This design comes from an exercise in tuning for small area, a short achievable clock period and few clock cycles on the open sky130 flow, not from production work. The RTL was checked by simulation tests, not by an equivalence proof against the original design. No activity file was given, so power comes from the tool's default toggle rates.

// flappy_cpu
module flappy_cpu(
    input         clk,
    input         rst,
    input         button,
    output [19:0] imem_addr,
    input  [31:0] imem_rdata,
    output [11:0] dmem_addr,
    output [31:0] dmem_wdata,
    output        dmem_we,
    input  [31:0] dmem_rdata,
    output [31:0] led,
    output        halted);
For scale: about 7,800 cells after synthesis, roughly 1,300 flip-flops, ~80,000 um2 of cells after synthesis.
export LEC_CHECK = 0
export CAP_MARGIN = 20
export CORE_MARGIN = 2
export CORE_UTILIZATION = 40
export SLEW_MARGIN = 20
create_clock -name core_clock -period 25.0 [get_ports {clk}]
standard.sh (not shown) runs the stock make flow with config.mk's settings and CLKGATE_MAP_FILE= SYNTH_SCRIPT=/design/flow/synth_recipe.tcl, a recipe that flattens the netlist after the stock synthesis.
==> flow/flow/run.sh <==
#!/bin/bash
set -euo pipefail
bash standard.sh SETUP_SLACK_MARGIN=18.4 cts > standard_to_cts.log 2>&1
bash standard.sh SETUP_SLACK_MARGIN=18.4 SKIP_GATE_CLONING=1 finish > standard_finish.log 2>&1
The starting point completed without violations.
Testbench counts at the start, summed over its fixed seeds: cycles 135,073.
==> next run, changes <==
==> flow/flow/run.sh (replaced) <==
#!/bin/bash
set -euo pipefail
ARGS=(SETUP_SLACK_MARGIN=18.4 "BUFFER_PORTS_ARGS=-buffer_cell sky130_fd_sc_hd__buf_4")
bash standard.sh "${ARGS[@]}" cts > standard_to_cts.log 2>&1
bash standard.sh "${ARGS[@]}" SKIP_GATE_CLONING=1 finish > standard_finish.log 2>&1
--- a/flow/config.mk
+++ b/flow/config.mk
@@ -10 +10 @@
-export CORE_UTILIZATION = 40
+export CORE_UTILIZATION = 55
After rerunning:
- via count is higher by about 0.8%
- routed wire length came out lower by 4.5%
- total power grows by 0.95%
- clock power stays flat
- worst setup slack improved by 0.045 ns
- critical path depth is higher by 6
- cell area decreases by about 2%
==> next run, changes <==
==> flow/run.sh (new file) <==
#!/bin/bash
# synth_recipe.tcl (not shown) runs the flow's synth.tcl, then flattens the netlist and writes it again
# the make line also repeats each setting of config.mk as NAME=value (left out here)
make -C /OpenROAD-flow-scripts/flow DESIGN_CONFIG=/design/flow/config.mk WORK_HOME=/design/flow/orfs CLKGATE_MAP_FILE= SYNTH_SCRIPT=/design/flow/synth_recipe.tcl finish
removed: flow/flow/run.sh
removed: flow/standard.sh
What happened: Fmax is lower by 21%; area after synthesis is unchanged; total power is lower by 3.1%; flip-flop and latch count stays the same.
==> next run, changes <==
==> flow/flow/run.sh (new file) <==
#!/bin/bash
set -euo pipefail
ARGS=(SETUP_SLACK_MARGIN=18.8 "BUFFER_PORTS_ARGS=-buffer_cell sky130_fd_sc_hd__buf_4")
bash standard.sh "${ARGS[@]}" cts > standard_to_cts.log 2>&1
bash standard.sh "${ARGS[@]}" SKIP_GATE_CLONING=1 finish > standard_finish.log 2>&1
==> flow/standard.sh (new file) <==
#!/bin/bash
# synth_recipe.tcl (not shown) runs the flow's synth.tcl, then flattens the netlist and writes it again
# the make line also repeats each setting of config.mk as NAME=value (left out here)
make -C /OpenROAD-flow-scripts/flow DESIGN_CONFIG=/design/flow/config.mk WORK_HOME=/design/flow/orfs CLKGATE_MAP_FILE= SYNTH_SCRIPT=/design/flow/synth_recipe.tcl "${@:-finish}"
removed: flow/run.sh
Outcome:
- combinational power rises by 10%
- wire length grows by 6.7%
- sequential power is lower by about 1%
- worst setup slack improves by 1.8 ns
- via count climbs by 4.8%
- flip-flop and latch count stays the same
- global-route usage rose by 2.5 points
- core utilization goes up by 4.5 points
- fmax rises by 27%
- total power increases by 5.1%


flappy_cpu, a different RTL version from the one above (not shown whole).
Size in the first run: ~1300 flip-flops, ~170 I/O pins.
==> flow/config.mk <==
export PLATFORM = sky130hd
export DESIGN_NAME = flappy_cpu
export DESIGN_NICKNAME = flappy_cpu
export VERILOG_FILES = /design/flow/design.v
export SDC_FILE = /design/flow/constraint.sdc
export NUM_CORES = 4
export LEC_CHECK = 0
export CAP_MARGIN = 20
export CORE_MARGIN = 2
export CORE_UTILIZATION = 55
export PLACE_DENSITY = 0.7
export SLEW_MARGIN = 20
==> flow/constraint.sdc <==
create_clock -name core_clock -period 25.0 [get_ports {clk}]
set_input_delay 5.0000 -clock core_clock [delete_from_list [all_inputs] [get_ports {clk}]]
set_output_delay 5.0000 -clock core_clock [all_outputs]
set_load 0.01 [all_outputs]
==> flow/flow/run.sh <==
#!/bin/bash
set -euo pipefail
ARGS=(SETUP_SLACK_MARGIN=18.4 "BUFFER_PORTS_ARGS=-buffer_cell sky130_fd_sc_hd__buf_4")
bash standard.sh "${ARGS[@]}" cts > standard_to_cts.log 2>&1
bash standard.sh "${ARGS[@]}" SKIP_GATE_CLONING=1 finish > standard_finish.log 2>&1
The baseline finished with timing, DRC and antenna clean.
Testbench counts at the start, summed over its fixed seeds: cycles 135,499.
Rerun with:
--- a/flow/config.mk
+++ b/flow/config.mk
@@ -9,4 +9,3 @@
 export CORE_MARGIN = 2
 export CORE_UTILIZATION = 55
-export PLACE_DENSITY = 0.7
 export SLEW_MARGIN = 20
Effect:
- total power rises by 0.98%
- combinational power grows by about 2%
- worst setup slack gains 0.026 ns
- critical path depth goes up by 6
- fmax rises by 0.37%
- synthesized area does not change

port drivers added, routing unchanged:
How much do the figures lean on ideal ports? The routed layouts below were timed once more, with nothing changed but the port constraints. Step 1 sets driving cells, clkbuf_16 on the clock port and buf_2 on the other inputs (assumed; they add their load-dependent delay and slew). Step 2, shift: input delay + t, output delay - t, t = (earliest + latest rising clock arrival at the registers) / 2. This alone moves slack from input paths to output paths. Slacks: no drivers / after step 1 / after step 2; pairs: no drivers / after step 1.
run | t (ns) | setup slack, ns | pins driven straight from the clock port
the first run of note 1 | 0.924 | 18.145 / 18.145 / 17.527 | 1
the second run of note 1 | 0.879 | 18.189 / 18.189 / 17.540 | 1
the third run of note 1 | 0.881 | 16.414 / 16.414 / 16.262 | 1
the fourth run of note 1 | 0.908 | 18.237 / 18.237 / 17.566 | 1
the first run of note 2 | 0.893 | 18.107 / 18.107 / 17.519 | 1
the second run of note 2 | 0.883 | 18.133 / 18.132 / 17.645 | 1
After both steps setup and hold are still met in every run listed. For the fourth run of note 1, which loses most, drivers alone change the setup slack by 0.000 ns; drivers and shift together by -0.671 ns.
